Source: an optimization exercise on an open RTL-to-GDS flow (aim: small area). Production flows keep margins and buffers that such runs may drop. No functional check of the RTL was part of this run. Power is estimated from default activity; no workload was simulated.

**design/flow/design.v**
```verilog
module immediate_generator (
    input wire [31:0] i_inst,
    input wire i_format_i,
    input wire i_format_s,
    input wire i_format_b,
    input wire i_format_u,
    input wire i_format_j,
    output wire [31:0] o_immediate
);
    assign o_immediate[0] = i_format_i ? i_inst[20] : i_format_s ? i_inst[7] : 1'b0;
    assign o_immediate[4:1] =   (i_format_s || i_format_b) ? i_inst[11:8] :
                                (i_format_i || i_format_j) ? i_inst[24:21] : 4'b0;
    assign o_immediate[10:5] = i_format_u ? 6'b0 : i_inst[30:25];
    assign o_immediate[11] =    (i_format_i || i_format_s) ? i_inst[31] :
                                i_format_b ? i_inst[7] :
                                i_format_j ? i_inst[20] : 1'b0;
    assign o_immediate[19:12] = (i_format_u || i_format_j) ? i_inst[19:12] : {8{i_inst[31]}};
    assign o_immediate[30:20] = i_format_u ? i_inst[30:20] : {11{i_inst[31]}};
    assign o_immediate[31] = i_inst[31];
endmodule
module inst_fetch #(
    parameter RESET_VECTOR = 32'h80000000
) (
    input wire i_clk,
    input wire i_rst_n,
    input wire i_stall,
    input wire i_jump,
    input wire [31:0] i_jdest,
    output wire [31:0] o_raddr,
    output wire o_re,
    input wire [31:0] i_rdata,
    output logic [31:0] o_pc,
    output logic [31:0] o_inst
);
    logic [31:0] pc, next_pc;
    always_comb begin
        priority casez ({i_stall, i_jump})
            2'b00: next_pc = pc + 4;
            2'b01: next_pc = i_jdest;
            2'b1?: next_pc = pc;
        endcase
    end
    always_ff @(posedge i_clk, negedge i_rst_n) begin
        if (!i_rst_n)
            pc <= RESET_VECTOR;
        else
            pc <= next_pc;
    end
    assign o_raddr = pc;
    assign o_re = !i_stall;
    assign o_inst = i_rdata;
    assign o_pc = pc;
endmodule
module register_file (
    input wire i_clk,
    input wire [4:0] i_write_index,
    input wire [31:0] i_write_data,
    input wire i_write_enable,
    input wire [4:0] i_read_index1,
    output wire [31:0] o_read_data1,
    input wire [4:0] i_read_index2,
    output wire [31:0] o_read_data2
);
    logic [31:0] q [30:0];  
    always @(posedge i_clk) begin
        if (i_write_enable && (i_write_index !== 5'b0)) begin
            q[i_write_index - 1] <= i_write_data;
        end
    end
    assign o_read_data1 = (i_read_index1 !== 5'd0) ? q[i_read_index1 - 1] : 32'b0;
    assign o_read_data2 = (i_read_index2 !== 5'b0) ? q[i_read_index2 - 1] : 32'b0;
endmodule
module shifter #(
    parameter shift_dir = 1'b0
) (
    input wire [31:0] i_data,
    input wire [5:0] i_amount,
    input wire i_sext,
    output wire [31:0] o_data
);
    wire [31:0] mux_inputs [5:0][1:0];
    wire [31:0] mux_outputs [6:0];
    assign mux_outputs[0] = (i_amount > 32) ? 0 : i_data;
    generate
    genvar i;
    for (i = 0; i <= 5; i = i + 1) begin
        localparam integer place = 5 - i;
        localparam integer shift_amount = 1 << place;
        assign mux_inputs[i][0] = mux_outputs[i];
        if (shift_dir == 1'b0) begin
            assign mux_inputs[i][1] = mux_outputs[i] << shift_amount;
        end
        else begin
            wire signed [31:0] signed_output = mux_outputs[i];
            wire [31:0] srl = mux_outputs[i] >> shift_amount;
            wire [31:0] sra = signed_output >>> shift_amount;
            assign mux_inputs[i][1] = i_sext ? sra : srl;
        end
        assign mux_outputs[i + 1] = i_amount[place] ? mux_inputs[i][1] : mux_inputs[i][0];
    end
    endgenerate
    assign o_data = mux_outputs[6];
endmodule
module alu (
    input wire [31:0] i_op_a, i_op_b,
    input wire i_sub,
    input wire [1:0] i_bool_op,
    input wire [3:0] i_op_sel,
    input wire i_shift_dir,
    input wire i_cmp_sig,
    output logic [31:0] o_result
);
    localparam ALU_OP_ADD = 0, ALU_OP_LT = 1, ALU_OP_BOOL = 2, ALU_OP_SHIFT = 3;
    wire [32:0] op_a = {i_cmp_sig & i_op_a[31], i_op_a[31:0]};
    wire [32:0] op_b = {i_cmp_sig & i_op_b[31], i_op_b[31:0]};
    wire [32:0] add_op_b = i_sub ? ((~op_b) + 32'b1) : op_b;
    wire [32:0] add_result = op_a + add_op_b;
    wire lt = add_result[32];
    wire [5:0] shift_amount = i_op_b[5:0];
    wire [31:0] left_shift_result, right_shift_result;
    wire [31:0] shift_result = i_shift_dir ? right_shift_result : left_shift_result;
    shifter #(.shift_dir(1'b0)) left_shifter (.i_data(i_op_a), .i_amount(shift_amount), .i_sext(1'b0), .o_data(left_shift_result));
    shifter #(.shift_dir(1'b1)) right_shifter (.i_data(i_op_a), .i_amount(shift_amount), .i_sext(i_sub), .o_data(right_shift_result));
    wire [31:0] bool_result = ((i_op_a ^ i_op_b) & {32{~i_bool_op[0]}}) | (i_op_a & i_op_b & {32{i_bool_op[1]}});
    always_comb begin
        case (i_op_sel)
            (1 << ALU_OP_ADD): o_result = add_result[31:0];
            (1 << ALU_OP_LT): o_result = {31'b0, lt};
            (1 << ALU_OP_BOOL): o_result = bool_result;
            (1 << ALU_OP_SHIFT): o_result = shift_result;
            default: o_result = 32'b0;
        endcase
    end
endmodule
module branch_comparator (
    input wire [31:0] i_op_a,
    input wire [31:0] i_op_b,
    input wire i_cmp_sig,
    output wire o_lt, o_eq, o_gt
);
    wire [32:0] op_a = {i_cmp_sig & i_op_a[31], i_op_a[31:0]};
    wire [32:0] op_b = {i_cmp_sig & i_op_b[31], i_op_b[31:0]};
    wire [32:0] add_op_b = (~op_b) + 32'b1;
    wire [32:0] add_result = op_a + add_op_b;
    assign o_lt = add_result[32];
    assign o_eq =~| add_result[32:0];
    assign o_gt = !o_lt && !o_eq;
endmodule
module decoder (
    input wire [31:0] i_inst,
    output wire [4:0] o_rs1,
    output wire [4:0] o_rs2,
    output wire [4:0] o_rd,
    output wire [31:0] o_imm,
    output wire o_pc_sel,
    output wire [3:0] o_alu_op_sel,
    output wire o_alu_sub,
    output wire [1:0] o_alu_bool_op,
    output wire o_alu_shift_dir,
    output wire o_alu_a_sel,
    output wire o_alu_b_sel,
    output wire o_cmp_sig,
    output wire [1:0] o_br_type,
    output wire o_cond_br,
    output wire o_jump,
    output wire o_mem_we,
    output wire [1:0] o_load_size,
    output wire o_load_sig,
    output wire [2:0] o_wb_sel,
    output wire o_wb_we
);
    wire [6:0] opcode = i_inst[6:0];
    wire opcode_arith = opcode === 7'b0110011;
    wire opcode_arimm = opcode === 7'b0010011;
    wire opcode_load = opcode === 7'b0000011;
    wire opcode_store = opcode === 7'b0100011;
    wire opcode_branch = opcode === 7'b1100011;
    wire opcode_jal = opcode === 7'b1101111;
    wire opcode_jalr = opcode === 7'b1100111;
    wire opcode_auipc = opcode === 7'b0010111;
    wire opcode_lui = opcode === 7'b0110111;
    wire opcode_env = opcode === 7'b1110011;
    wire format_i = opcode_arimm || opcode_load || opcode_jalr || opcode_env;
    wire format_s = opcode_store;
    wire format_b = opcode_branch;
    wire format_u = opcode_auipc || opcode_lui;
    wire format_j = opcode_jal;
    immediate_generator generator (
        .i_inst(i_inst),
        .i_format_i(format_i),
        .i_format_s(format_s),
        .i_format_b(format_b),
        .i_format_u(format_u),
        .i_format_j(format_j),
        .o_immediate(o_imm)
    );
    assign o_rs1 = i_inst[19:15];
    assign o_rs2 = i_inst[24:20];
    assign o_rd = i_inst[11:7];
    wire [2:0] f3 = i_inst[14:12];
    wire [6:0] f7 = i_inst[31:25];
    wire func_add = f3 === 3'b000;
    wire func_and = f3 === 3'b111;
    wire func_or = f3 === 3'b110;
    wire func_xor = f3 === 3'b100;
    wire func_sl = f3 === 3'b001;
    wire func_sr = f3 === 3'b101;
    wire func_slt = (f3 === 3'b010) || (f3 === 3'b011);
   assign o_alu_op_sel[0] = opcode_arith ? func_add : 1'b1;
   assign o_alu_op_sel[1] = opcode_arith && func_slt;
   assign o_alu_op_sel[2] = opcode_arith && (func_and || func_or || func_xor);
   assign o_alu_op_sel[3] = opcode_arith && (func_sl || func_sr);
   assign o_alu_sub = opcode_arith && f7[5];  
   assign o_alu_bool_op = f3[1:0];
   assign o_alu_shift_dir = func_sr;
   assign o_alu_a_sel = opcode_branch || opcode_jal || opcode_auipc;
   assign o_alu_b_sel = !opcode_arith;
   assign o_cmp_sig = opcode_branch ? f3[1] : f3[0];
   assign o_br_type = {f3[2], f3[0]};
   assign o_cond_br = opcode_branch;
   assign o_jump = opcode_jal || opcode_jalr;
   assign o_mem_we = opcode_store;
   assign o_load_size = f3[1:0];
   assign o_load_sig = !f3[2];
  assign o_wb_sel[0] = opcode_arith || opcode_arimm || opcode_auipc || opcode_lui;
  assign o_wb_sel[1] = opcode_load;
  assign o_wb_sel[2] = opcode_jal || opcode_jalr;
  assign o_wb_we = !(opcode_store || opcode_branch);
endmodule
module rw_mask (
    input wire [31:0] i_addr,
    input wire [1:0] i_size,
    output wire [31:0] o_addr,
    output wire [31:0] o_mask
);
    assign o_addr = i_addr & ~32'h3;
    wire [31:0] size_mask = (i_size === 2'h0) ? 32'h000000ff :
                            (i_size === 2'h1) ? 32'h0000ffff :
                            (i_size === 2'h2) ? 32'hffffffff : 32'h0;
    wire [4:0] byte_index = i_addr & 32'h3;
    assign o_mask = size_mask << (byte_index << 3);
endmodule
module cpu #(
    parameter RESET_VECTOR = 32'h80000000
) (
    input wire i_clk,
    input wire i_rst_n,
    output wire [31:0] o_inst_raddr,
    output wire o_inst_re,
    input wire [31:0] i_inst_rdata,
    output wire [31:0] o_mem_addr,
    output wire [31:0] o_mem_wdata,
    output wire [31:0] o_mem_wmask,
    output wire o_mem_we,
    input wire [31:0] o_mem_rdata
);
    wire pc_sel;
    wire [31:0] alu_result;
    wire [31:0] pc, inst;
    inst_fetch #(.RESET_VECTOR(RESET_VECTOR)) fetch (
        .i_clk(i_clk), .i_rst_n(i_rst_n),
        .i_stall(1'b0), .i_jump(pc_sel), .i_jdest(alu_result),
        .o_raddr(o_inst_raddr),
        .o_re(o_inst_re),
        .i_rdata(i_inst_rdata),
        .o_pc(pc),
        .o_inst(inst)
    );
    logic [31:0] id_inst;
    logic [31:0] id_pc;
    always_ff @(posedge i_clk) begin
        id_inst <= inst;
        id_pc <= pc;
    end
    wire [4:0] rs1, rs2, rd;
    wire [31:0] imm;
    wire [3:0] alu_op_sel;
    wire alu_sub;
    wire [1:0] alu_bool_op;
    wire alu_shift_dir, alu_a_sel, alu_b_sel;
    wire cmp_sig;
    wire [1:0] br_type;
    wire cond_br;
    wire jump;
    wire mem_we;
    wire [1:0] load_size;
    wire load_sig;
    wire [2:0] wb_sel;
    wire wb_we;
    decoder decoder (
        .i_inst(id_inst),
        .o_rs1(rs1), .o_rs2(rs2), .o_rd(rd),
        .o_imm(imm),
        .o_alu_op_sel(alu_op_sel),
        .o_alu_sub(alu_sub),
        .o_alu_bool_op(alu_bool_op),
        .o_alu_shift_dir(alu_shift_dir),
        .o_alu_a_sel(alu_a_sel), .o_alu_b_sel(alu_b_sel),
        .o_cmp_sig(cmp_sig),
        .o_br_type(br_type),
        .o_cond_br(cond_br),
        .o_jump(jump),
        .o_mem_we(mem_we),
        .o_load_size(load_size),
        .o_load_sig(load_sig),
        .o_wb_sel(wb_sel),
        .o_wb_we(wb_we)
    );
    wire br_taken;
    assign pc_sel = (cond_br && br_taken) || jump;
    wire [31:0] rs1_data, rs2_data;
    logic [31:0] wb_data;
    logic [4:0] wb_rd;
    logic wb_wb_we;
    register_file rf (
        .i_clk(i_clk),
        .i_write_index(wb_rd), .i_write_data(wb_data), .i_write_enable(wb_wb_we),
        .i_read_index1(rs1), .o_read_data1(rs1_data),
        .i_read_index2(rs2), .o_read_data2(rs2_data)
    );
    logic [4:0] ex_rd;
    logic [31:0] ex_rs1_data, ex_rs2_data, ex_imm;
    logic [31:0] ex_pc;
    logic [3:0] ex_alu_op_sel;
    logic ex_alu_sub;
    logic [1:0] ex_alu_bool_op;
    logic ex_alu_shift_dir, ex_alu_a_sel, ex_alu_b_sel, ex_cmp_sig;
    logic ex_mem_we;
    logic [1:0] ex_load_size;
    logic ex_load_sig;
    logic [2:0] ex_wb_sel;
    logic ex_wb_we;
    always_ff @(posedge i_clk) begin
        ex_rd <= rd;
        ex_rs1_data <= rs1_data;
        ex_rs2_data <= rs2_data;
        ex_imm <= imm;
        ex_pc <= id_pc;
        ex_alu_op_sel <= alu_op_sel;
        ex_alu_sub <= alu_sub;
        ex_alu_bool_op <= alu_bool_op;
        ex_alu_shift_dir <= alu_shift_dir;
        ex_alu_a_sel <= alu_a_sel;
        ex_alu_b_sel <= alu_b_sel;
        ex_cmp_sig <= cmp_sig;
        ex_mem_we <= mem_we;
        ex_load_size <= load_size;
        ex_load_sig <= load_sig;
        ex_wb_sel <= wb_sel;
        ex_wb_we <= wb_we;
    end
    wire [31:0] op_a = ex_alu_a_sel ? ex_pc : ex_rs1_data;
    wire [31:0] op_b = ex_alu_b_sel ? ex_imm : ex_rs2_data;
    alu alu (
        .i_op_a(op_a),
        .i_op_b(op_b),
        .i_sub(ex_alu_sub),
        .i_bool_op(ex_alu_bool_op),
        .i_op_sel(ex_alu_op_sel),
        .i_shift_dir(ex_alu_shift_dir),
        .i_cmp_sig(ex_cmp_sig),
        .o_result(alu_result)
    );
    wire cmp_lt, cmp_eq, cmp_gt;
    branch_comparator cmp (
        .i_op_a(rs1_data),
        .i_op_b(rs2_data),
        .i_cmp_sig(cmp_sig),
        .o_lt(cmp_lt),
        .o_eq(cmp_eq),
        .o_gt(cmp_gt)
    );
    assign br_taken =   (br_type === 2'b00) ? cmp_eq :
                        (br_type === 2'b01) ? !cmp_eq :
                        (br_type === 2'b10) ? cmp_lt :
                        cmp_gt;
    logic [31:0] mem_pc;
    logic [31:0] mem_alu_result;
    logic [31:0] mem_rs2_data;
    logic mem_mem_we;
    logic [1:0] mem_load_size;
    logic mem_load_sig;
    logic [2:0] mem_wb_sel;
    logic mem_wb_we;
    logic [4:0] mem_rd;
    always_ff @(posedge i_clk) begin
        mem_pc <= ex_pc;
        mem_alu_result <= alu_result;
        mem_rs2_data <= ex_rs2_data;
        mem_mem_we <= ex_mem_we;
        mem_load_size <= ex_load_size;
        mem_load_sig <= ex_load_sig;
        mem_wb_sel <= ex_wb_sel;
        mem_wb_we <= ex_wb_we;
        mem_rd <= ex_rd;
    end
    wire [31:0] mem_addr, mem_mask;
    wire [4:0] shift_amount = (mem_alu_result & 32'h3) << 3;
    rw_mask mask (.i_addr(mem_alu_result), .i_size(mem_load_size), .o_addr(mem_addr), .o_mask(mem_mask));
    assign o_mem_addr = mem_addr;
    assign o_mem_wdata = mem_rs2_data << shift_amount;
    assign o_mem_wmask = mem_mask;
    assign o_mem_we = mem_mem_we;
    wire signed [31:0] masked_read = o_mem_rdata & mem_mask;
    wire [31:0] aligned_read = mem_load_sig ? (masked_read >>> shift_amount) : (masked_read >> shift_amount);
    always_ff @(posedge i_clk) begin
        wb_data <=  (mem_wb_sel[0]) ? mem_alu_result : 
                    (mem_wb_sel[1]) ? aligned_read :
                    (mem_pc + 4);  
        wb_rd <= mem_rd;
        wb_wb_we <= mem_wb_we;
    end
endmodule
```
**design/flow/run.sh**
```bash
#!/bin/bash
# synth_recipe.tcl (not shown) runs the flow's synth.tcl, then flattens the netlist and writes it again
# the make line also repeats each setting of config.mk as NAME=value (left out here)
make -C /OpenROAD-flow-scripts/flow DESIGN_CONFIG=/design/flow/config.mk WORK_HOME=/design/flow/orfs CLKGATE_MAP_FILE= SYNTH_SCRIPT=/design/flow/synth_recipe.tcl finish
```
**design/flow/config.mk**
```make
export PLATFORM = sky130hd
export DESIGN_NAME = cpu
export DESIGN_NICKNAME = cpu
export VERILOG_FILES = /design/flow/design.v
export SDC_FILE = /design/flow/constraint.sdc
export NUM_CORES = 4
export LEC_CHECK = 0
export CAP_MARGIN = 20
export CORE_MARGIN = 2
export CORE_UTILIZATION = 40
export SLEW_MARGIN = 20
```
**design/flow/constraint.sdc**
```tcl
create_clock -name core_clock -period 10.0 [get_ports {i_clk}]
set_input_delay 2.0000 -clock core_clock [delete_from_list [all_inputs] [get_ports {i_clk}]]
set_output_delay 2.0000 -clock core_clock [all_outputs]
set_load 0.01 [all_outputs]
```
==> metrics.yaml <==
gr-total-overflow: 0
leakagePower_nw: 27.38
async_flop_share_pct: 2.314
worst_pin_slew_ns: 1.232
skew_ns: 0.03832
clk_latency_ns: 0.81
crit_path_end_kind: "flip-flop"
mostFrequentLayoutCells: "edfxtp_1 (992), nand2_1 (631), mux4_2 (448), dfxtp_1 (345), nor2_1 (250)"
die_area_sq_um: 173700
grt_pass1_wl_um: 347700
synth_warnings: 6
ys_seq_area_share_pct: 55.42
synthTopCellsByArea: "edfxtp_1 (44%), mux4_2 (15%), dfxtp_1 (11%)"
syn_area_per_cell_sq_um: 13.13
ys_types: 89
r2r-start: "id_inst[20]"
path_cells: "inv_1 > ha_4 > buf_4 > mux4_2 > nand2_1 > nand2_1 > o211ai_1 > o31a_1 > ha_1 > a21oi_1 > o21ai_1 > a21oi_1 > nor2_1 > a2111oi_0 > nand4_1 > or4_4 > nor4_4 > nor4bb_1 > a31oi_2 > nand2_2 > buf_4 > mux2_4"
n_fill_cell: 14945
final_common_cell: "edfxtp_1"
crit_type: "reg -> reg"
first_iter_violations: 6023
cp.required_ns: 10.67
synth_top_area_share_pct: 43.70
cts_resized: 0
finalSetupViolCount: 0
cts_sinks: 1383
power_frac_comb_pct: 21.7
final_layout_size_suffix_gt1_share_pct: 18.42
vias_per_cell: 6.251
swShare_pct: 32.30
startpoint_type: "flip-flop"
cp-startpoint: "id_inst[20]"
num_rows: 151
setup_tns_ns: 0
yosysTopAreaCell: "edfxtp_1"
clockPowerShare_pct: 32.0
cap_violations: 0
p_int_mw: 12.16
crit_slowest_cell: "ha_4"
io_pins: 196
grt_pass1_vias: 46705
hold_start: "ex_wb_sel[1]"
clkTransAtPathRegs_ns: 0.06
nets: 5457
post-cts-setup-buffers: 0
p_per_area_nw_per_um2: 229.7
ir_drop_uv: 188.1
die_x_um: 416.8
vias: 47826
cts_max_path_buffers: 3
antenna_found_initial: 21
finalMaxSlewViolations: 0
slew_headroom_pct: 17.64
period_minus_slack_ns: 7.618
numCtsBuffers: 152
drcViolationCount: 0
cts-htree-levels: 4
status: "timing/DRC/antenna clean"
cp_data_arrival_time_ns: 8.29
wl_per_cell_um: 32.10
total_power_mw: 17.96
clk_root_buffer_cell: "clkbuf_16"
syn_inst: 5192
dr.pass1.iters: 8
cts_hold_repair.buffers: 0
hp-class: "reg -> reg"
p_seq_share_pct: 46.2
final_hold_viol_count: 0
areaGrowthSynthToFinish_pct: 14.72
initial_core_util_pct: 40.27
ys_ff_latch: 1383
rsz0062_at_grt: "no"
max_freq_mhz: 131.3
core_area_sq_um: 169300
fin_crit_sh_pct: 76.18
ant_nets: 0
io_buffers: 192
cp_max_fo: 38
gp_congestion: 0.9697
power.switching_mw: 5.802
grtUsageTotal_pct: 27.88
cts_tree: "yes"
die_h_um: 416.8
synth_edf_count: 992
wirelength_um: 245600
max_stage_delay_ns: 0.72
post-dp-hpwl_um: 158400
syn_area_sq_um: 68160
grt_max_degree: 100
synthFlopType: "edfxtp_1"
-- final timing paths --
path                                      end  slack [ns]  depth (start not counted)
worst max-delay path             fetch.pc[24]        2.38                         22
worst min-delay path            mem_wb_sel[1]        0.32                          0
worst max register to register   fetch.pc[24]        2.38                         22
worst min register to register  mem_wb_sel[1]        0.32                          0
max in group asynchronous        fetch.pc[31]        7.98                          2
min in group asynchronous        fetch.pc[19]        1.65                          2
-- Yosys cell counts, drive strengths merged (10+ instances only) --
cell type  count
edfxtp       992
nand2        633
mux4         448
dfxtp        359
nor2         282
clkbuf       248
o21ai        218
mux2i        211
a211oi       187
a21oi        153
buf          147
nand3        127
inv          115
ha           102
xnor2         92
o211ai        73
mux2          68
and3          62
nor2b         55
o32ai         43
a21o          42
nor3          41
o22ai         38
a22oi         34
a31oi         34
o31a          34
dfrtp         31
xor2          31
nand2b        28
and2          20
nand4         20
o221ai        16
o31ai         16
or3           16
o21a          14
a32oi         13
a211o         11
a221o         11
or2           11
a221oi        10
-- power by group through the flow --
stage,clock [mW],combinational (mW),sequential (mW)
after global routing,6.05,4.12,8.39
after detailed placement,0,3.85,8.40
final,5.76,3.90,8.30
after global placement,0,3.86,8.37
after floorplan,0,2.17,7.94
after CTS,5.82,3.86,8.29
-- layer usage --
metal  vias up  share of wire [%]  global-route usage (%)
li1      20309                  -                       -
met1     24537                 41                   38.50
met2      2478                 46                   42.86
met3       492                8.6                   5.037
met4        10                4.7                   12.80
met5         -              0.025                       0
-- state kept, by name, summed over array words and instances (netlist names), 32 cells and up --
name / cells
ex_imm: 32
ex_pc: 32
ex_rs1_data: 32
mem_rs2_data: 32
rf.q: 992
wb_data: 32
id_inst: 32
mem_pc: 32
ex_rs2_data: 32
fetch.pc: 32
id_pc: 32
mem_alu_result: 32
-- per-stage QoR --
step                hold slack [ns]  setup slack, ns  cell area (sq um)  cells  util (%)
detailed placement           0.3121            2.363              72950   7352     43.10
CTS                          0.3257            2.359              78140   7635     46.16
global placement             0.3103            2.428              72930   7351     43.08
global route                 0.3271            1.819              78190   7649     46.19
finish                       0.3239            2.382              78200   7651     46.19
floorplan                    0.3096            2.263              68170   5193         -
-- layout make-up --
cell class                      count  area (sq um)  area share (%)
Antenna cell                       16         40.04         0.05120
Clock buffer                      208          4353           5.567
Clock inverter                     75         835.8           1.069
Inverter                          116         435.4          0.5568
Multi-Input combinational cell   3299         28740           36.75
Sequential cell                  1383         37800           48.34
Tap cell                         2218          2775           3.549
Timing Repair Buffer              336          3216           4.112
-- logic make-up after synthesis --
family | synth area share (%)
AOI/OAI and AO/OA | 10.10
xor gates and xnor gates | 1.580
adders and majority gates | 1.902
buffers and inverters | 3.093
DFF | 55.42
muxes | 19.19
other | 0.01102
and+or+nand+nor | 8.697
-- worst max-delay path, delay by kind of cell (launching register included) --
kind | cells | cell delay, ns
AND/OR/NAND/NOR | 8 | 1.50
adder cells (fa/ha/maj) | 2 | 1.04
flip-flops | 1 | 0.70
AO/OA/AOI/OAI | 7 | 2.20
buffers and inverters | 3 | 1.14
multiplexers | 2 | 0.78

## port drivers added, routing unchanged
Ports are ideal in the flow. The routed layout listed here was re-timed in OpenROAD. Step 1, drivers: a clkbuf_16 drives i_clk and a buf_2 each remaining input, both assumed. Step 2 adds t to the input delays and takes it off the output delays; t is the mean of the earliest and latest rising clock arrival at the registers after step 1. Input paths then give back, and output paths get back, about the clock's delay inside the block. Three values: no drivers, after step 1, after step 2; two values: the first two.
t (ns): 0.871
setup slack, ns: 2.382 / 2.382 / 2.382
worst setup path after step 2: register to register
slew at the worst register clock pin (ns): 0.07 / 0.07
pins driven straight from the clock port: 1
After both steps setup and hold are still met in this run. For this run, drivers alone change the setup slack by 0.000 ns; drivers and shift together by 0.000 ns.
